This design comes from an exercise in tuning for small area on the open sky130 flow, not from production work.
No run shown here included a check of the RTL's function; only the layout flow was run.
Power figures rest on the tool's default switching activity, not on a simulated workload.

### flow/design.v
`timescale 1ns / 1ps
module  uart_rx (
    input wire          clk,
    input wire          rst,
    input wire          din,
    output reg [7:0]    data_out,
    output reg          valid
);
parameter START_BIT  = 3'b000;
parameter RX_BITS   = 3'b001;
parameter STOP_BIT   = 3'b010;
reg [2:0]   state;
reg [9:0]   etu_cnt;
reg [2:0]   bit_index;
wire etu_full, etu_half;
assign etu_full = (etu_cnt == (100_000_000/115200));
assign etu_half = (etu_cnt == ((100_000_000/115200)/2));
always  @ (posedge clk)
begin
  if (rst)
    begin
      state <= START_BIT;
      etu_cnt <= 10'd0;
      bit_index <= 3'd0;
      data_out <= 8'd0;
      valid <= 1'b0;
    end
  else
    begin
      valid <= 1'b0;
      etu_cnt <= (etu_cnt + 1'b1);
      state <= state;
      data_out <= data_out;
    case(state)
      START_BIT:
        begin
           if(din == 1'b0)
           begin
             if(etu_half)
              begin
               state <= RX_BITS;
               etu_cnt <= 10'd0;
               data_out <= 8'd0;
              end
             end
               else
                etu_cnt <= 10'd0;
              end
     RX_BITS:
       if(etu_full)
       begin
         etu_cnt <= 0;
         data_out[bit_index] <= din;
         if (bit_index < 7)
           begin
             bit_index <= bit_index + 1;
             state <= RX_BITS;
           end
         else
           begin
             bit_index <= 0;
             state<= STOP_BIT;
           end
         end
     STOP_BIT:
      if(etu_full)
       begin
        etu_cnt <= 10'd0;
        state <= START_BIT;
        valid <= din;
      end
    default:
         $display ("UART RX: Invalid state 0x%X", state);
    endcase
  end
end
endmodule
`timescale 1ns / 1ps
module  uart_tx (
  input wire       clk,
  input wire       rst,
  output reg       dout,
  input wire [7:0] data_in,
  input wire       en,
  output reg       rdy
);
parameter UART_START  = 3'b000;
parameter UART_DATA   = 3'b001;
parameter UART_STOP   = 3'b010;
parameter UART_IDLE   = 3'b011;
reg [2:0] state;
reg [9:0] etu_cnt;
reg [2:0] bit_index;
wire etu_full;
assign etu_full = (etu_cnt == (100_000_000/115200));
always  @ (posedge clk)
  if (rst)
    begin
      state <= UART_START;
      dout <= 1'b1;
      rdy <= 1'b1;
      etu_cnt <= 10'd0;
      bit_index <= 3'd0;
    end
  else
    begin
      etu_cnt <= (etu_cnt + 1'b1);
      dout <= dout;
      rdy <= rdy;
      state <= state;
      case(state)
        UART_START:
          begin
            if(en)
              begin
                dout <= 1'b0;
                state <= UART_DATA;
                etu_cnt <= 9'd0;
                rdy <= 1'b0;
              end
            end
        UART_DATA:
          if(etu_full)
            begin
              dout  <= data_in[bit_index];
              etu_cnt <= 0;    
              if (bit_index < 7)
                begin
                  bit_index <= bit_index + 1;
                  state <= UART_DATA;
                end
              else
                begin
                  bit_index <= 0;
                  state <= UART_STOP;
                end
            end
       UART_STOP:
        if(etu_full)
          begin
            etu_cnt <= 9'd0;
            dout <= 1'b1;
            state <= UART_IDLE;
          end
       UART_IDLE:
        if(etu_full)
          begin
            rdy <= 1'b1;
            state <= UART_START;
          end
       default:
        $display ("UART TX: Invalid state 0x%X", state);
     endcase
   end
endmodule
module uint32_receiver(
    input clk,
   input reset,
   input enable,
   input [7:0] uart_data,
   input uart_valid,
   output reg [31:0] data,
   output reg data_valid
   );
parameter STATE_IDLE = 4'd0;
parameter STATE_RECEIVING = 4'd1;
reg [3:0] state;
reg [3:0] received_bytes;
always @(posedge clk)
begin
   if(reset)
   begin
       received_bytes <= 4'd0;
       state <= STATE_IDLE;
       data <= 32'd0;
       data_valid <= 1'b0;
   end
   else
   begin
      received_bytes <= received_bytes;
      state <= state;
      data_valid <= 1'b0;
      data <= data;
       case(state)
           STATE_IDLE:
           begin
               if(enable)
               begin
                   received_bytes <= 4'd0;
                   data_valid <= 4'd0;
                   state <= STATE_RECEIVING;
               end
           end
           STATE_RECEIVING:
           begin
               if(uart_valid)
               begin
                   data <= {data[23:0], uart_data};
                   received_bytes <= received_bytes + 1;
                   if(received_bytes == 3)
                   begin
                       state <= STATE_IDLE;
                       data_valid <= 1'b1;
                   end
               end
           end
       endcase        
   end
end
endmodule
`timescale 1ns / 1ps
module pwm(
 input clk,
 input rst,
 input [7:0] duty,
 input  signal,
 output reg state
 );
 reg [7:0] counter;
 always @ (posedge clk)
  begin
    state <= 1'b0;
    if(rst)
      begin
        counter <= 8'd0;
      end
    else if(counter == duty)
      begin
        state <= signal;
        counter <= 8'd0;
      end
    else
      begin
        counter <= counter + 1;
      end
  end
endmodule
`timescale 1ns / 1ps
module glitch(
  input clk,
  input rst,
  input enable,
  input wire [31:0] glitch_delay,
  input wire [31:0] glitch_width,
  input wire [31:0] glitch_count,
  input wire [31:0] glitch_gap,
  input wire [31:0] glitch_max,
  input wire [31:0] reset_target,
  output reg glitched,
  input wire vstart,
  output reg vout,
  output wire finished,
  output wire reset_out
    );
parameter DELAY = 3'b000;
parameter GLITCH = 3'b001;
parameter GAP = 3'b010;
  reg [31:0] width_cnt;
  reg [31:0] cnt;
  reg [31:0] cycles;
  reg [31:0] reset_cnt;
  reg [2:0] state;
  assign finished = (glitch_max && cycles == glitch_max);
  assign reset_out = !enable || !reset_target || state != DELAY || (enable && reset_target && state == DELAY && reset_cnt == reset_target);
  always @(posedge clk)
  begin
    if(!enable)
      begin
         state <= DELAY;
         if(!glitched)
           begin
             vout <= vstart;
           end
         width_cnt <= 32'd0;
         cnt <= 32'd0;
      end
    if(rst)
      begin
        state <= DELAY;
        vout <= vstart;
        width_cnt <= 32'd0;
        cnt <= 32'd0;
        glitched <= 1'b0;
        cycles <= 32'b0;
        reset_cnt <= 32'b0;
      end
    if(enable)
    begin
      glitched <= 1'b1;
      case(state)
        DELAY:
          begin
            vout <= 1'b1;
            if(reset_target && reset_cnt < reset_target)
              begin
                reset_cnt <= reset_cnt + 32'b1;
              end
            if(width_cnt == glitch_delay)
              begin
                state <= GLITCH;
                vout <= 1'b0;
                width_cnt <= 32'd0;
                reset_cnt <= 32'd0;
              end
            else
              begin
                width_cnt <= width_cnt + 32'b1;
              end
          end
        GLITCH:
          begin
              if(width_cnt == glitch_width - 1 || glitch_width == 0)
                begin
                  width_cnt <= 32'd0;             
                  state <= GAP;
                  vout <= 1'b1;
                  cnt <= cnt + 32'b1;
                  if(cnt == glitch_count - 1)
                    begin
                      cnt <= 32'd0;
                      state <= DELAY;
                      vout <= 1'b1;
                      cycles <= cycles + 32'b1;
                    end
              end
            else
              begin
                width_cnt <= width_cnt + 32'b1;
              end
          end
        GAP:
          begin
            if(width_cnt == glitch_gap - 1 || glitch_gap == 0)
              begin
                width_cnt <= 32'd0;
                state <= GLITCH;
                vout <= 1'b0;
            end
          else
            begin
              width_cnt <= width_cnt + 32'b1;
            end
          end
        default:
          begin
          end
      endcase
    end
  end
endmodule
`timescale 1ns / 1ps
module cmd(
  input clk,
  input din,
  input trigger_in,
  input rst,
  input finished,
  input glitched,
  input glitch_out,
  input gpio_in1,
  input gpio_in2,
  output reg gpio_out,
  output wire dout,
  output reg [1:0] force_state,
  output reg [31:0] glitch_delay,
  output reg [31:0] glitch_width,
  output reg [31:0] glitch_count,
  output reg [31:0] glitch_gap,
  output reg [31:0] glitch_max,
  output reg armed,
  output reg reset_glitcher,
  output reg vstart,
  output reg invert_trigger,
  output reg [31:0] reset_target
  );
reg fpga_rst;
parameter AUTO = 2'd2;
parameter CMD_RST_GLITCHER = 8'd65;
parameter CMD_FORCE_GLITCH_OUT_STATE = 8'd66;
parameter CMD_FLAG_STATUS = 8'd68;
parameter CMD_GLITCH_DELAY = 8'd69;
parameter CMD_GLITCH_WIDTH = 8'd70;
parameter CMD_GLITCH_COUNT = 8'd71;
parameter CMD_ARM = 8'd72;
parameter CMD_GLITCH_GAP = 8'd73;
parameter CMD_RST = 8'd74;
parameter CMD_VSTART = 8'd75;
parameter CMD_GLITCH_MAX = 8'd76;
parameter CMD_BUILDTIME = 8'd77;
parameter CMD_INVERT = 8'd78;
parameter CMD_RESET_TARGET = 8'd79;
parameter CMD_GPIO_OUT = 8'd80;
parameter BUILDTIME_WORD = 32'h20200914;
parameter IDLE = 5'b00000;
parameter ACK_4BYTE_CMD = 5'b00001;
parameter GLITCH_WIDTH = 5'b00011;
parameter GLITCH_DELAY_LENGTH = 5'b00100;
parameter GLITCH_COUNT = 5'b01000;
parameter ARM = 5'b01001;
parameter GLITCH_GAP = 5'b01100;
parameter FORCE_GLITCH_OUT_STATE = 5'b01110;
parameter RST_GLITCHER = 5'b10000;
parameter GPIO_OUT = 5'b10001;
parameter RST = 5'b10010;
parameter VSTART = 5'b10100;
parameter GLITCH_MAX = 5'b10110;
parameter BUILDTIME = 5'b11000;
parameter FLAG_STATUS = 5'b11010;
parameter INVERT = 5'b11100;
parameter RESET_TARGET = 5'b11110;
reg [4:0] state;
wire bit_out;
wire [7:0] rx_data;
wire rx_valid;
uart_rx rxi (
  .clk(clk),
  .rst(rst),
  .din(din),
  .data_out(rx_data),
  .valid(rx_valid)
  );
reg  tx_en;
reg [7:0] tx_data;
wire tx_rdy;
wire [8:0] flags; 
assign flags[0]= armed;        
assign flags[1]= glitched;     
assign flags[2]= finished;     
assign flags[3]= glitch_out;   
assign flags[4]= trigger_in;   
assign flags[5] = gpio_in1;  
assign flags[6] = gpio_out;  
assign flags[7] = gpio_in2;  
uart_tx txi (
  .clk(clk),
  .rst(rst),
  .dout(dout),
  .data_in(tx_data),
  .en(tx_en),
  .rdy(tx_rdy)
  );
reg u32_rec_enable;
wire u32_rec_valid;
wire [31:0] u32_rec_data;
uint32_receiver u32_rec(
  .clk(clk),
  .reset(rst),
  .uart_data(rx_data),
  .uart_valid(rx_valid),
  .data(u32_rec_data),
  .data_valid(u32_rec_valid),
  .enable(u32_rec_enable)
);
wire [31:0] buildtime;     
reg [2:0] count;
always @(posedge clk)
  begin
    if(rst)
      begin
        state <= IDLE;
        force_state <= AUTO;
        glitch_delay <= 32'd0;
        glitch_width <= 32'd0;
        glitch_count <= 32'd0;
        glitch_gap <= 32'd0;
        glitch_max <= 32'd0;
        reset_target <= 32'd0;
        armed <= 1'b0;
        reset_glitcher <= 1'b0;
        vstart <= 1'b0;
        invert_trigger <= 1'b0;
        gpio_out <= 1'b0;
        fpga_rst <= 1'b0;
        tx_en <= 1'b0;
        tx_data <= 8'd0;
        u32_rec_enable <= 1'b0;
        count <= 3'd0;
      end
    else if(reset_glitcher)
      begin
        reset_glitcher <= 0;
      end
  else
  begin
    u32_rec_enable <= 1'b0;
    glitch_delay <= glitch_delay;
    glitch_count <= glitch_count;
    glitch_width <= glitch_width;
    glitch_max <= glitch_max;
    glitch_gap <= glitch_gap;
    state <= state;
    if(state == BUILDTIME || state == ACK_4BYTE_CMD)
      begin
        tx_en <= 1'b1;
      end
    else
      begin
        tx_en <= 1'b0;
      end
    case(state)
      IDLE:
        begin
          if(rx_valid)
            begin
              case(rx_data)
                CMD_FORCE_GLITCH_OUT_STATE:
                  begin
                    tx_data <= rx_data;
                    tx_en <= 1'b1; 
                    state <= FORCE_GLITCH_OUT_STATE;
                  end
                CMD_RST_GLITCHER:
                  begin
                    tx_data <= rx_data;
                    tx_en <= 1'b1; 
                    state <= RST_GLITCHER;
                  end
                CMD_RST:
                  begin
                    tx_data <= rx_data;
                    tx_en <= 1'b1; 
                    state <= RST;
                  end
                CMD_FLAG_STATUS:
                  begin
                    tx_en <= 1'b1;
                    state <= FLAG_STATUS;
                  end
                CMD_GLITCH_DELAY:
                  begin
                    tx_data <= rx_data;
                    tx_en <= 1'b1;
                    u32_rec_enable <= 1'b1;
                    state <= GLITCH_DELAY_LENGTH;
                  end
                CMD_GLITCH_WIDTH:
                  begin
                    tx_data <= rx_data;
                    tx_en <= 1'b1;
                    u32_rec_enable <= 1'b1;
                    state <= GLITCH_WIDTH;
                  end
                CMD_GLITCH_COUNT:
                  begin
                    tx_data <= rx_data;
                    tx_en <= 1'b1;
                    u32_rec_enable <= 1'b1;
                    state <= GLITCH_COUNT;
                  end
                CMD_GLITCH_GAP:
                  begin
                    tx_data <= rx_data;
                    tx_en <= 1'b1;
                    u32_rec_enable <= 1'b1;
                    state <= GLITCH_GAP;
                  end
                CMD_GLITCH_MAX:
                  begin
                    tx_data <= rx_data;
                    tx_en <= 1'b1;
                    u32_rec_enable <= 1'b1;
                    state <= GLITCH_MAX;
                  end
                CMD_RESET_TARGET:
                  begin
                    tx_data <= rx_data;
                    tx_en <= 1'b1;
                    u32_rec_enable <= 1'b1;
                    state <= RESET_TARGET;
                  end
                CMD_ARM:
                  begin
                    tx_data <= rx_data;
                    tx_en <= 1'b1;    
                    state <= ARM;
                  end
                CMD_VSTART:  
                  begin
                    tx_data <= rx_data;
                    tx_en <= 1'b1;    
                    state <= VSTART;
                  end
                CMD_INVERT:  
                  begin
                    tx_data <= rx_data;
                    tx_en <= 1'b1;    
                    state <= INVERT;
                  end
                  CMD_GPIO_OUT:  
                    begin
                      tx_data <= rx_data;
                      tx_en <= 1'b1;    
                      state <= GPIO_OUT;
                     end
                CMD_BUILDTIME:
                  begin
                    tx_en <= 1'b1;    
                    state <= BUILDTIME;
                  end
              endcase     
            end
        end
     FORCE_GLITCH_OUT_STATE:
      begin
        if(rx_valid)
          begin
            force_state <= rx_data;
            tx_data <= rx_data;
            tx_en <= 1'b1;  
            state <= IDLE;
          end
        end
     RST_GLITCHER:
      begin
        if(rx_valid)
          begin
            reset_glitcher <= rx_data != 32'b0;
            tx_data <= rx_data;
            tx_en <= 1'b1;
            state <= IDLE;
          end
      end
     RST:
      begin
        if(rx_valid)
          begin
            fpga_rst <= rx_data != 32'b0;
            tx_data <= rx_data;
            tx_en <= 1'b1;
          end
      end
      GLITCH_DELAY_LENGTH:
        begin
          if(u32_rec_valid)
            begin
              glitch_delay <= u32_rec_data;
              state <= ACK_4BYTE_CMD;
              count <= count -1;
            end
        end
      RESET_TARGET:
        begin
          if(u32_rec_valid)
            begin
              reset_target <= u32_rec_data;
              state <= ACK_4BYTE_CMD;
              count <= count -1;
            end
        end
      ACK_4BYTE_CMD:
        begin
          if(tx_rdy)
            begin
              tx_data <= u32_rec_data[(count *8 ) +:8]; 
              count <= count +1;
              if(count == 3)
                begin
                  state <= IDLE;
                  count <= 0;
               end
             end   
         end       
      GLITCH_WIDTH:
        begin
          if(u32_rec_valid)
            begin
              glitch_width <= u32_rec_data;
              state <= ACK_4BYTE_CMD;
              count <= count -1;
            end
        end
      GLITCH_COUNT:
       begin
        if(u32_rec_valid)
          begin
            glitch_count <= u32_rec_data;
            state <= ACK_4BYTE_CMD;
            count <= count -1;
          end
       end
      GLITCH_GAP:
        begin
          if(u32_rec_valid)
            begin
              glitch_gap <= u32_rec_data;
              state <= ACK_4BYTE_CMD;
              count <= count -1;
            end
        end
      GLITCH_MAX:
        begin
          if(u32_rec_valid)
            begin
              glitch_max <= u32_rec_data;
              state <= ACK_4BYTE_CMD;
              count <= count -1;
            end
        end
      ARM:
        begin
         if(rx_valid)
           begin
             armed <= rx_data != 8'b0;
             tx_data <= rx_data;
             tx_en <= 1'b1;    
             state <= IDLE;
           end
       end
      VSTART:
        begin
          if(rx_valid)
            begin
              vstart <= rx_data != 8'b0;
              tx_data <= rx_data;
              tx_en <= 1'b1;    
              state <= IDLE;
            end
        end
      INVERT:
        begin
          if(rx_valid)
            begin
              invert_trigger <= rx_data != 8'b0;
              tx_data <= rx_data;
              tx_en <= 1'b1;    
              state <= IDLE;
            end
        end
      GPIO_OUT:
        begin
         if(rx_valid)
           begin
            gpio_out <= rx_data != 8'b0;
            tx_data <= rx_data;
            tx_en <= 1'b1;    
            state <= IDLE;
           end
         end
      FLAG_STATUS:
        begin
          if(tx_rdy)
            begin
             tx_data <= flags;
             state <= IDLE;
            end
        end
      BUILDTIME:
        begin
          if(tx_rdy)
            begin
              tx_data <= buildtime[(count *8 ) +:8]; 
                count <= count +1;
                if(count == 3)
                  begin
                    state <= IDLE;
                    count <= 0;
                  end  
              end
          end
    endcase
   end
 end
    assign buildtime = BUILDTIME_WORD;
 endmodule
`timescale 1ns / 1ps
module top(
  input clk,
  input rst,
  input ftdi_rx,
  input trigger_in,
  input gpio_in1,
  input gpio_in2,
  output gpio_out,
  output ftdi_tx,
  output led0_g,
  output led0_r,
  output led0_b,
  output led2_g,
  output led2_r,
  output led2_b,
  output led_blink,
  output led5_debug,
  output led6_debug,
  output debug_io0_14_p30,
  output led_glitch_out,
  output wire glitch_out,
  output invert_glitch_out,
  output wire reset_out
    );
parameter AUTO = 2'd2;
wire bit_out;
wire active;
wire [31:0] glitch_delay;
wire [31:0] glitch_width;
wire [31:0] glitch_count;
wire [31:0] glitch_gap;
wire [31:0] glitch_max;
wire [31:0] reset_target;
wire armed;
wire glitched;
wire finished;
wire vstart;  
wire invert_trigger;
wire [1:0] force_state;
wire reset_glitcher;
reg [31:0] counter;
cmd cmd_inst
(
  .clk(clk),
  .rst(rst),
  .din(ftdi_rx),
  .dout(bit_out),
  .trigger_in(trigger_in),
  .glitch_delay(glitch_delay),
  .glitch_width(glitch_width),
  .glitch_count(glitch_count),
  .glitch_gap(glitch_gap),
  .glitch_max(glitch_max),
  .armed(armed),
  .finished(finished),
  .glitched(glitched),
  .glitch_out(glitch_out),
  .force_state(force_state),
  .reset_glitcher(reset_glitcher),
  .vstart(vstart),
  .invert_trigger(invert_trigger),
  .reset_target(reset_target),
  .gpio_in1(gpio_in1),
  .gpio_in2(gpio_in2),
  .gpio_out(gpio_out)
  );   
  assign ftdi_tx =  bit_out;
wire glitch;
wire trigger;
assign trigger = invert_trigger ^ trigger_in;
assign glitch_out = force_state != AUTO ? force_state : glitch;
assign invert_glitch_out = !glitch_out;
wire enable =  (force_state == AUTO && (((armed && !finished) && trigger) || (glitch_max && glitched && !finished)));
 glitch glitchi
 (
  .clk(clk),
  .rst(rst || reset_glitcher),
  .enable(enable),
  .vout(glitch),
  .glitch_delay(glitch_delay),
  .glitch_width(glitch_width),
  .glitch_count(glitch_count),
  .glitch_gap(glitch_gap),
  .glitch_max(glitch_max),
  .glitched(glitched),
  .vstart(vstart),
  .finished(finished),
  .reset_target(reset_target),
  .reset_out(reset_out)
 );
   pwm pwm_led0_r (
    .clk(clk),
    .rst(rst),
    .duty(64),
    .signal(finished),
    .state(led0_r)
   );
   pwm pwm_led0_g (
    .clk(clk),
    .rst(rst),
    .duty(16),
    .signal(glitched && !finished),
    .state(led0_g)
   );
   pwm pwm_led0_b (
    .clk(clk),
    .rst(rst),
    .duty(64),
    .signal(!glitched && armed),
    .state(led0_b)
   );
   pwm pwm_led2_r (
    .clk(clk),
    .rst(rst),
    .duty(32),
    .signal(trigger_in),
    .state(led2_r)
   );
   pwm pwm_led2_g (
    .clk(clk),
    .rst(rst),
    .duty(4),
    .signal(trigger_in),
    .state(led2_g)
   );
   pwm pwm_led2_b (
    .clk(clk),
    .rst(rst),
    .duty(48),
    .signal(trigger_in),
    .state(led2_b)
   );
  assign debug_io0_14_p30 = glitch_out;
  assign led5_debug = reset_out;
  assign led6_debug = reset_target;
  assign led_blink = counter[22];
  assign led_glitch_out = glitch_out;
  always @(posedge clk)
  begin
    if(rst)
      counter <= 32'd0;
    else
      counter <= counter + 1;
  end
endmodule
### flow/run.sh
#!/bin/bash
# synth_recipe.tcl (not shown) runs the flow's synth.tcl, then flattens the netlist and writes it again
# the make line also repeats each setting of config.mk as NAME=value (left out here)
make -C /OpenROAD-flow-scripts/flow DESIGN_CONFIG=/design/flow/config.mk WORK_HOME=/design/flow/orfs CLKGATE_MAP_FILE= SYNTH_SCRIPT=/design/flow/synth_recipe.tcl finish
### flow/config.mk
export PLATFORM = sky130hd
export DESIGN_NAME = top
export DESIGN_NICKNAME = top
export VERILOG_FILES = /design/flow/design.v
export SDC_FILE = /design/flow/constraint.sdc
export NUM_CORES = 4
export LEC_CHECK = 0
export CAP_MARGIN = 20
export CORE_MARGIN = 2
export CORE_UTILIZATION = 40
export SLEW_MARGIN = 20
### flow/constraint.sdc
create_clock -name core_clock -period 10.0 [get_ports {clk}]
set_input_delay 2.0000 -clock core_clock [delete_from_list [all_inputs] [get_ports {clk}]]
set_output_delay 2.0000 -clock core_clock [all_outputs]
set_load 0.01 [all_outputs]
==> results of run 1 <==
cells by family after synthesis:
family,after synthesis
AND/OR/NAND/NOR,1587
AO/OA/AOI/OAI,748
flip-flops,506
buffers and inverters,368
XOR/XNOR,298
adder cells (fa/ha/maj),75
multiplexers,39
power groups by stage:
stage / registers (mW) / logic [mW] / clock network (mW)
after floorplan: 2.11 / 0.211 / 0
after global placement: 2.14 / 0.235 / 0
after global routing: 2.10 / 0.271 / 2.18
final: 2.10 / 0.238 / 2.05
after detailed placement: 2.14 / 0.234 / 0
after CTS: 2.10 / 0.236 / 2.10
cells in the final DEF, fill, tap and decap left out, types with 24 or more instances in the layout:
master | synthesis | layout
sky130_fd_sc_hd__nor3_1 | 84 | 82
sky130_fd_sc_hd__nand2b_1 | 28 | 28
sky130_fd_sc_hd__a21oi_1 | 367 | 366
sky130_fd_sc_hd__and3_1 | 76 | 76
sky130_fd_sc_hd__nor4_1 | 73 | 72
sky130_fd_sc_hd__nand2_1 | 653 | 652
sky130_fd_sc_hd__xor2_1 | 152 | 152
sky130_fd_sc_hd__nand4_1 | 69 | 69
sky130_fd_sc_hd__a21o_1 | 66 | 66
sky130_fd_sc_hd__ha_1 | 75 | 75
sky130_fd_sc_hd__o21ai_0 | 122 | 122
sky130_fd_sc_hd__buf_4 | 4 | 32
sky130_fd_sc_hd__a31oi_1 | 35 | 35
sky130_fd_sc_hd__nor3b_1 | 36 | 36
sky130_fd_sc_hd__inv_1 | 107 | 107
sky130_fd_sc_hd__xnor2_1 | 145 | 145
sky130_fd_sc_hd__clkbuf_16 | 0 | 54
sky130_fd_sc_hd__dfxtp_1 | 506 | 506
sky130_fd_sc_hd__nor2b_1 | 25 | 24
sky130_fd_sc_hd__mux2i_1 | 26 | 26
sky130_fd_sc_hd__or3_1 | 35 | 35
sky130_fd_sc_hd__nor2_1 | 224 | 222
sky130_fd_sc_hd__nand3_1 | 143 | 143
worst max-delay path by stage:
stage | to | slack [ns] | depth (start not counted)
floorplan | reset_out | 4.54 | 7
global placement | reset_out | 3.15 | 8
detailed placement | led5_debug | 3.12 | 8
CTS | led5_debug | 3.11 | 8
global route | reset_out | 3.04 | 8
finish | led5_debug | 3.10 | 8
stage by stage:
stage                     power, mW  hold WS, ns
after floorplan                2.32        0.398
after global placement         2.38        0.428
after detailed placement       2.38        0.431
after CTS                      4.44        0.444
after global routing           4.55        0.471
final                          4.39        0.444
area by class of cell:
class,instances,area share [%]
Inverter,108,1.34
Clock inverter,15,0.789
Timing Repair Buffer,55,1.62
Sequential cell,506,33.4
Multi-Input combinational cell,2747,53.8
Clock buffer,78,5.19
Tap cell,931,3.85
critical path, delay by kind of cell:
kind / cells / cell delay, ns
AOI/OAI and AO/OA: 1 / 0.09
buffers and inverters: 2 / 1.16
and+or+nand+nor: 4 / 1.46
xor gates and xnor gates: 1 / 0.18
state kept, by name, indices dropped and copies added (netlist names), 10 cells and up, named ones only:
| signal | count |
|---|---|
| cmd_inst.glitch_count | 32 |
| cmd_inst.glitch_delay | 32 |
| cmd_inst.glitch_gap | 32 |
| cmd_inst.glitch_max | 32 |
| cmd_inst.glitch_width | 32 |
| cmd_inst.reset_target | 32 |
| cmd_inst.u32_rec.data | 32 |
| glitchi.cnt | 32 |
| glitchi.cycles | 32 |
| glitchi.reset_cnt | 32 |
| glitchi.width_cnt | 32 |
| counter | 23 |
| cmd_inst.rxi.etu_cnt | 10 |
| cmd_inst.txi.etu_cnt | 10 |
layer usage:
layer | up-vias | wire length, um | global-route usage [%]
li1 | 12300 | - | -
met1 | 11700 | 36100 | 30.3
met2 | 680 | 35400 | 34.3
met3 | 141 | 4980 | 3.35
met5 | - | 0 | 0
met4 | 0 | 2600 | 7.66
==> results_tabular.tex, run 1 <==
\begin{tabular}{lr}
\hline
Metric & Value \\
\hline
\multicolumn{2}{l}{\textbf{Pwr}} \\
\quad Total leakage power & 11.4 nW \\
\quad Fraction of power consumed by sequential logic & 47.8\% \\
\quad Cell internal power dissipation & 3.33 mW \\
\quad Sw frac & 24.2\% \\
\quad Ratio of total power to cell area & 145 nW/um\^{}2 \\
\quad Combinational share of power & 5.4\% \\
\quad Part of the power in the clock network & 46.8\% \\
\quad Worst VDD drop & 142 uV \\
\quad Net switching component of the power & 1.06 mW \\
\multicolumn{2}{l}{\textbf{Critical path}} \\
\quad R2R cell count & 13 \\
\quad Reg-to-reg slack, setup & 5.26 ns \\
\quad Maximum fanout encountered on the critical timing path & 9 \\
\quad Critical path class & primary input to output port \\
\quad Capture point of the worst reg-to-reg path & glitchi.cycles[2] \\
\quad Cell occurring most often along the worst timing path & sky130\_fd\_sc\_hd\_\_clkdlybuf4s50\_1 \\
\quad Series of cell instances along the critical path & clkdlybuf4s50\_1 > xor2\_1 > nand2\_1 > o21ai\_0 > nand4b\_1 > nand2b\_1 > or4\_1 > clkdlybuf4s50\_1 \\
\quad Launching element type of the critical path & primary input \\
\quad Slowest cell on crit path & sky130\_fd\_sc\_hd\_\_clkdlybuf4s50\_1 \\
\quad Max stage delay on crit path & 0.64 ns \\
\quad Critical path endpoint category & output port \\
\quad Critical R2R Launch & cmd\_inst.glitch\_width[0] \\
\quad Start point of the critical path & trigger\_in \\
\quad Arrival time of data at the critical path endpoint & 4.90 ns \\
\quad Worst EP required & 8.00 ns \\
\multicolumn{2}{l}{\textbf{STA}} \\
\quad Transition time at the pin with the least slew margin & 1.10 ns \\
\quad Min cycle time layout & 6.90 ns \\
\quad Max-slew violation count & 0 \\
\quad Max transition margin & 26.7\% \\
\quad Final period utilization & 69.0\% \\
\quad Highest clock frequency the design can meet & 145 MHz \\
\quad Setup TNS & 0 ns \\
\quad Worst-case setup margin in the final layout & 3.10 ns \\
\quad Largest clock skew in the final design & 0.0272 ns \\
\quad Final hold violations & 0 \\
\quad RSZ-0062 raised after global routing & false \\
\quad Final setup vio count & 0 \\
\multicolumn{2}{l}{\textbf{Finish}} \\
\quad NumNets Final & 3553 \\
\quad Fraction of final layout cells with drive strength greater than 1 & 5.16\% \\
\quad Filler Cells Inserted & 7023 \\
\quad Area growth syn-to-layout & 8.89\% \\
\quad Final antenna diode count & 0 \\
\quad Final standard cell count with taps included and fillers excluded & 4440 \\
\quad Post-route design area & 30300 sq um \\
\quad Combined flip-flop and latch cell area & 10100 sq um \\
\quad Combined area of the multi-input logic cells & 16300 sq um \\
\quad Layout Utilization & 44.1\% \\
\multicolumn{2}{l}{\textbf{Logic synthesis}} \\
\quad Asr flop ratio synth & 0\% \\
\quad Area share of fa/ha/maj cells after synthesis & 3.37\% \\
\quad Area share of xor/xnor cells in the synthesized design & 9.44\% \\
\quad Post-Synthesis Cell Area & 27800 sq um \\
\quad Number of enable-type register cells in the synthesized netlist & 0 \\
\quad Number of standard cells after synthesis & 3621 \\
\quad Largest family of logic cells by synthesized area & simple AND/OR/NAND/NOR gates \\
\quad Number of nets in the synthesized netlist & 3702 \\
\quad Commonest register cell after synthesis & sky130\_fd\_sc\_hd\_\_dfxtp\_1 \\
\quad Library cell with the highest instance count after synthesis & sky130\_fd\_sc\_hd\_\_nand2\_1 \\
\quad Cells taking the most area after synthesis & sky130\_fd\_sc\_hd\_\_dfxtp\_1 (36\%), sky130\_fd\_sc\_hd\_\_nand2\_1 (8.8\%), sky130\_fd\_sc\_hd\_\_a21oi\_1 (6.6\%) \\
\quad Post-synth top area share & 36.4\% \\
\quad Mean instance size in the synthesized netlist & 7.68 sq um \\
\quad Ranking of synthesized cells by instance count & sky130\_fd\_sc\_hd\_\_nand2\_1 (653), sky130\_fd\_sc\_hd\_\_dfxtp\_1 (506), sky130\_fd\_sc\_hd\_\_a21oi\_1 (367) \\
\quad Proportion of synthesized area in mux cells & 1.66\% \\
\quad Sequential share of the synthesized area & 36.4\% \\
\quad Synth warn & 13 \\
\quad Compound-Gate Fraction of Synth Area & 16.1\% \\
\quad Yosys reg bits & 506 \\
\quad Post-Synth Simple-Gate Area & 27.8\% \\
\quad Number of distinct library cells after synthesis & 90 \\
\quad Most area-hungry cell type in the Yosys netlist & sky130\_fd\_sc\_hd\_\_dfxtp\_1 \\
\multicolumn{2}{l}{\textbf{Floorplan}} \\
\quad Number of core rows & 96 \\
\quad Die W & 268 um \\
\quad Number of top-level pins & 22 \\
\quad Die Footprint & 71700 sq um \\
\quad Initial core utilization & 40.5\% \\
\quad Area of the core & 68700 sq um \\
\quad Die boundary height & 268 um \\
\multicolumn{2}{l}{\textbf{Flow run}} \\
\quad Number of max-cap violations & 0 \\
\multicolumn{2}{l}{\textbf{Route}} \\
\quad Average wire per cell in the routed design & 17.8 um \\
\quad DRC violation count after routing & 0 \\
\quad Overall via count from detail\_route & 24800 \\
\quad Post-detailed-route count of antenna-violating nets & 0 \\
\quad Iteration-0 DRC Markers & 2043 \\
\quad DR vias/cell & 5.58 \\
\quad Routed WL & 79000 um \\
\quad Pre-Repair DR Iteration Count & 5 \\
\multicolumn{2}{l}{\textbf{Placed design}} \\
\quad Number of port buffers & 21 \\
\quad Placer congestion estimate & 0.910 \\
\quad Detailed placer's ending HPWL & 53400 um \\
\quad Worst setup slack after placement & 3.12 ns \\
\quad Placed inst area & 28500 sq um \\
\quad Placed cells & 4346 \\
\multicolumn{2}{l}{\textbf{Clocking}} \\
\quad Source-to-sink clock delay at the later pin of the worst-skew pair & 0.64 ns \\
\quad Post-CTS repair timing setup buffer count & 0 \\
\quad Cell chosen for the clock root & sky130\_fd\_sc\_hd\_\_clkbuf\_16 \\
\quad TritonCTS clock tree & yes \\
\quad Clock transition at path regs & 0.06 ns \\
\quad Maximum count of clock buffers along a single path & 3 \\
\quad Hold buffer count at cts & 0 \\
\quad Deepest level of the CTS H-tree & 2 \\
\quad Inserted Clock Buffers & 54 \\
\quad Clk sink count & 506 \\
\quad Post-cts resize count & 0 \\
\multicolumn{2}{l}{\textbf{Hold path}} \\
\quad Hold Crit Endpoint & counter[0] \\
\quad Number of cells on the worst hold path & 1 \\
\quad Type of the tightest min-delay check & flop to flop \\
\quad Hold Startpoint & counter[0] \\
\multicolumn{2}{l}{\textbf{Global route}} \\
\quad Antenna violations before repair & 1 \\
\quad Global Route Usage Sum & 21.8\% \\
\quad Grt ovf & 0 \\
\quad Global-route wire length before repair & 125000 um \\
\quad Via count of the first global-routing pass & 22300 \\
\quad Maximum number of pins on one net before global-route repair & 209 \\
\multicolumn{2}{l}{\textbf{Outcome}} \\
\quad Outcome & finished clean \\
\hline
\end{tabular}
==> run 2: changes to the inputs <==
--- a/flow/config.mk
+++ b/flow/config.mk
@@ -5,6 +5,7 @@
 export SDC_FILE = /design/flow/constraint.sdc
 export NUM_CORES = 4
 export LEC_CHECK = 0
+export ABC_AREA = 1
 export CAP_MARGIN = 20
 export CORE_MARGIN = 2
 export CORE_UTILIZATION = 40
==> run 2 against run 1 <==
  * Final area is 13% higher
  * Non-clock buffer count is 2 lower
  * Utilization is 0.15 points higher
  * Sequential power hardly changed
  * Routed wire length is 31% higher
  * Critical path depth is 2 higher
  * Worst setup slack better by 0.46 ns
  * Synthesized cell count is 36% higher
  * Largest cell class unchanged
  * Largest power group is now clock
  * Highest routed layer unchanged
==> results_tabular.tex, run 2 <==
\begin{tabular}{lr}
\hline
Metric & Value \\
\hline
\multicolumn{2}{l}{\textbf{Finish}} \\
\quad Commonest non-fill, non-tap cell in the layout & sky130\_fd\_sc\_hd\_\_nand2\_1 \\
\quad Area growth syn-to-layout & 9.17\% \\
\quad Most frequent cells in the layout & sky130\_fd\_sc\_hd\_\_nand2\_1 (1019), sky130\_fd\_sc\_hd\_\_nor2\_1 (743), sky130\_fd\_sc\_hd\_\_inv\_1 (575) \\
\quad Layout Utilization & 44.2\% (+0.15 points) \\
\quad NumNets Final & 4904 (+38\%) \\
\quad Fraction of final layout cells with drive strength greater than 1 & 4.77\% (-0.39 points) \\
\multicolumn{2}{l}{\textbf{Route}} \\
\quad Pre-Repair DR Iteration Count & 5 (unchanged) \\
\quad Average wire per cell in the routed design & 17.5 um (-1.9\%) \\
\quad DRC violation count after routing & 0 (unchanged) \\
\quad Routed WL & 103000 um (+31\%) \\
\quad Post-detailed-route count of antenna-violating nets & 0 (unchanged) \\
\quad Overall via count from detail\_route & 31400 (+27\%) \\
\quad DR vias/cell & 5.32 (-4.7\%) \\
\quad Iteration-0 DRC Markers & 3191 (+56\%) \\
\multicolumn{2}{l}{\textbf{Clocking}} \\
\quad Source-to-sink clock delay at the later pin of the worst-skew pair & 0.65 ns (about the same) \\
\quad Post-cts resize count & 0 (unchanged) \\
\quad Inserted Clock Buffers & 57 (+5.6\%) \\
\quad TritonCTS clock tree & yes \\
\quad Post-CTS repair timing setup buffer count & 0 (unchanged) \\
\quad Clk sink count & 506 (unchanged) \\
\quad Maximum count of clock buffers along a single path & 3 (unchanged) \\
\quad Clock transition at path regs & 0.06 ns (about the same) \\
\quad Cell chosen for the clock root & sky130\_fd\_sc\_hd\_\_clkbuf\_16 \\
\quad Deepest level of the CTS H-tree & 2 (unchanged) \\
\quad Hold buffer count at cts & 0 (unchanged) \\
\multicolumn{2}{l}{\textbf{Logic synthesis}} \\
\quad Post-synth top area share & 32.2\% (-4.2 points) \\
\quad Most area-hungry cell type in the Yosys netlist & sky130\_fd\_sc\_hd\_\_dfxtp\_1 \\
\quad Number of nets in the synthesized netlist & 5002 (+35\%) \\
\quad Yosys reg bits & 506 (unchanged) \\
\quad Mean instance size in the synthesized netlist & 6.40 sq um (-17\%) \\
\quad Post-Synthesis Cell Area & 31500 sq um (+13\%) \\
\quad Number of enable-type register cells in the synthesized netlist & 0 (unchanged) \\
\quad Sequential share of the synthesized area & 32.2\% (-4.2 points) \\
\quad Commonest register cell after synthesis & sky130\_fd\_sc\_hd\_\_dfxtp\_1 \\
\quad Asr flop ratio synth & 0\% (unchanged) \\
\quad Cells taking the most area after synthesis & sky130\_fd\_sc\_hd\_\_dfxtp\_1 (32\%), sky130\_fd\_sc\_hd\_\_nand2\_1 (12\%), sky130\_fd\_sc\_hd\_\_nor2\_1 (8.9\%) \\
\quad Library cell with the highest instance count after synthesis & sky130\_fd\_sc\_hd\_\_nand2\_1 \\
\quad Ranking of synthesized cells by instance count & sky130\_fd\_sc\_hd\_\_nand2\_1 (1020), sky130\_fd\_sc\_hd\_\_nor2\_1 (747), sky130\_fd\_sc\_hd\_\_inv\_1 (577) \\
\quad Synth warn & 13 (unchanged) \\
\quad Number of distinct library cells after synthesis & 58 (-36\%) \\
\quad Number of standard cells after synthesis & 4921 (+36\%) \\
\multicolumn{2}{l}{\textbf{Critical path}} \\
\quad Critical R2R Launch & cmd\_inst.glitch\_count[0] \\
\quad Maximum fanout encountered on the critical timing path & 14 (+5) \\
\quad Worst EP required & 8.00 ns (about the same) \\
\quad Number of buffer and inverter stages on the critical path & 3 (+1) \\
\quad Start point of the critical path & trigger\_in \\
\quad Launching element type of the critical path & primary input \\
\quad Series of cell instances along the critical path & clkdlybuf4s50\_1 > a21oi\_1 > o21ai\_0 > nand2\_1 > nand3\_1 > nor2\_4 > nand2\_1 > inv\_1 > nand3\_1 > clkdlybuf4s50\_1 \\
\quad Max stage delay on crit path & 0.52 ns (-0.12 ns) \\
\quad Critical path class & primary input to output port \\
\quad Slowest cell on crit path & sky130\_fd\_sc\_hd\_\_clkdlybuf4s50\_1 \\
\quad Critical path endpoint category & output port \\
\quad Arrival time of data at the critical path endpoint & 4.44 ns (-0.46 ns) \\
\quad Kind of cell with the highest combined delay on the critical path & buffers and inverters \\
\multicolumn{2}{l}{\textbf{Pwr}} \\
\quad Part of the power in the clock network & 47.2\% (+0.4 points) \\
\quad Total leakage power & 15.2 nW (+33\%) \\
\quad Cell internal power dissipation & 3.41 mW (+2.4\%) \\
\quad Net switching component of the power & 1.19 mW (+12\%) \\
\quad Combinational share of power & 7.1\% (+1.7 points) \\
\quad Fraction of power consumed by sequential logic & 45.6\% (-2.2 points) \\
\quad Ratio of total power to cell area & 134 nW/um\^{}2 (-7.7\%) \\
\quad Worst VDD drop & 154 uV (+8.3\%) \\
\quad Sw frac & 25.9\% (+1.7 points) \\
\multicolumn{2}{l}{\textbf{STA}} \\
\quad Min cycle time layout & 6.44 ns (-0.457 ns) \\
\quad Worst hold slack & 0.440 ns (-0.00335 ns) \\
\quad Final setup vio count & 0 (unchanged) \\
\quad Max-slew violation count & 0 (unchanged) \\
\quad Transition time at the pin with the least slew margin & 1.11 ns (+0.0151 ns) \\
\quad Final period utilization & 64.4\% (-4.6 points) \\
\quad Largest clock skew in the final design & 0.0489 ns (+0.0218 ns) \\
\quad Highest clock frequency the design can meet & 155 MHz (+7.1\%) \\
\quad Setup TNS & 0 ns (unchanged) \\
\quad Max transition margin & 25.6\% (-1.1 points) \\
\quad Final hold violations & 0 (unchanged) \\
\quad RSZ-0062 raised after global routing & false \\
\multicolumn{2}{l}{\textbf{Global route}} \\
\quad Maximum number of pins on one net before global-route repair & 106 (-49\%) \\
\quad Met1 global-route usage & 34.4\% (+4.1 points) \\
\quad Antenna violations before repair & 2 (+1) \\
\quad Via count of the first global-routing pass & 28200 (+27\%) \\
\quad Grt ovf & 0 (unchanged) \\
\quad Global Route Usage Sum & 24.7\% (+2.9 points) \\
\quad Busiest layer in global routing & met2 \\
\quad Global-route met2 utilization & 38.6\% (+4.2 points) \\
\quad Met3 track demand over resource in global routing & 3.61\% (+0.26 points) \\
\quad Global-route wire length before repair & 160000 um (+28\%) \\
\multicolumn{2}{l}{\textbf{Floorplan}} \\
\quad Initial core utilization & 40.5\% (about the same) \\
\quad Number of core rows & 102 (+6.3\%) \\
\quad Die W & 285 um (+6.3\%) \\
\quad Area of the core & 77700 sq um (+13\%) \\
\quad Die boundary height & 285 um (+6.3\%) \\
\quad Die Footprint & 81000 sq um (+13\%) \\
\quad Number of top-level pins & 22 (unchanged) \\
\multicolumn{2}{l}{\textbf{Outcome}} \\
\quad Outcome & finished clean \\
\multicolumn{2}{l}{\textbf{Placed design}} \\
\quad Detailed placer's ending HPWL & 72500 um (+36\%) \\
\quad Placer congestion estimate & 0.953 (+4.7\%) \\
\quad Number of port buffers & 21 (unchanged) \\
\multicolumn{2}{l}{\textbf{Hold path}} \\
\quad Type of the tightest min-delay check & flop to flop \\
\quad Hold Startpoint & pwm\_led0\_b.counter[0] \\
\multicolumn{2}{l}{\textbf{Flow run}} \\
\quad Number of max-cap violations & 0 (unchanged) \\
\hline
\end{tabular}
-- run 2: path summary, 6_finish.rpt --
check / to / slack, ns / cells past startpoint
worst min-delay path: pwm_led0_b.counter[0] / 0.44 / 1
worst max register to register: glitchi.cycles[21] / 5.83 / 21
worst max-delay path: reset_out / 3.56 / 10
worst min register to register: pwm_led0_b.counter[0] / 0.44 / 1
-- run 2: metrics by stage --
| step | std cells | total power, mW | area, sq um | setup slack [ns] |
|---|---|---|---|---|
| after floorplan | 4921 | 2.37 | 31500 | 4.72 |
| after global placement | 5803 | 2.46 | 32400 | 3.58 |
| after detailed placement | 5803 | 2.47 | 32400 | 3.58 |
| after CTS | 5906 | 4.63 | 34300 | 3.56 |
| after global routing | 5907 | 4.78 | 34400 | 3.39 |
| final | 5908 | 4.60 | 34400 | 3.56 |
-- run 2: cell families after synthesis --
group	after synthesis	synth area share (%)
AOI/OAI and AO/OA	733	12.4
and+or+nand+nor	2534	35.1
DFF	506	32.2
xor gates and xnor gates	264	7.41
buffers and inverters	809	9.92
adders and majority gates	75	2.98
-- run 2: layout make-up --
type                            instances  area, sq um
Antenna cell                            1         2.50
Sequential cell                       506        10100
Timing Repair Buffer                   53          465
Inverter                              599         2250
Multi-Input combinational cell       3606        18300
Fill cell                            8179        43300
Clock buffer                           75         1620
Clock inverter                         28          318
Tap cell                             1040         1300
-- run 2: power groups by stage --
stage / logic [mW] / clock network (mW) / registers, mW
2_1_floorplan: 0.242 / 0 / 2.13
3_3_place_gp: 0.322 / 0 / 2.14
3_5_place_dp: 0.324 / 0 / 2.14
4_1_cts: 0.325 / 2.21 / 2.10
5_1_grt: 0.383 / 2.30 / 2.10
6_report: 0.328 / 2.17 / 2.10
-- run 2: metal layers --
layer  routed length [um]  vias to the layer above
li1                     -                    15800
met1                47100                    14400
met2                45000                     1088
met3                 7600                      195
met4                 3540                        0
met5                    0                        -

port drivers added, routing unchanged:
The flow's constraints put no driver on any port. The routed layouts listed below were extracted and timed again, unchanged, in two steps.
Step 1 (the two cells are an assumption about what drives the block):
set clk [get_ports {clk}]
set_driving_cell -lib_cell sky130_fd_sc_hd__clkbuf_16 $clk
set_driving_cell -lib_cell sky130_fd_sc_hd__buf_2 [delete_from_list [all_inputs] $clk]
Step 2 also shifts input and output timing later by t, the mid clock arrival at the registers, as if the neighbouring blocks saw the same clock.
Slacks: no drivers / after step 1 / after step 2; pairs: no drivers / after step 1.
run	shift t [ns]	setup slack, ns	worst data-port slew with drivers (ns)
run 1	0.686	3.103 / 3.080 / 3.080	0.06
run 2	0.691	3.560 / 3.540 / 3.540	0.03
After both steps every run listed still meets setup and hold. For run 1, which loses most, drivers alone change the setup slack by -0.023 ns; drivers and shift together by -0.023 ns.
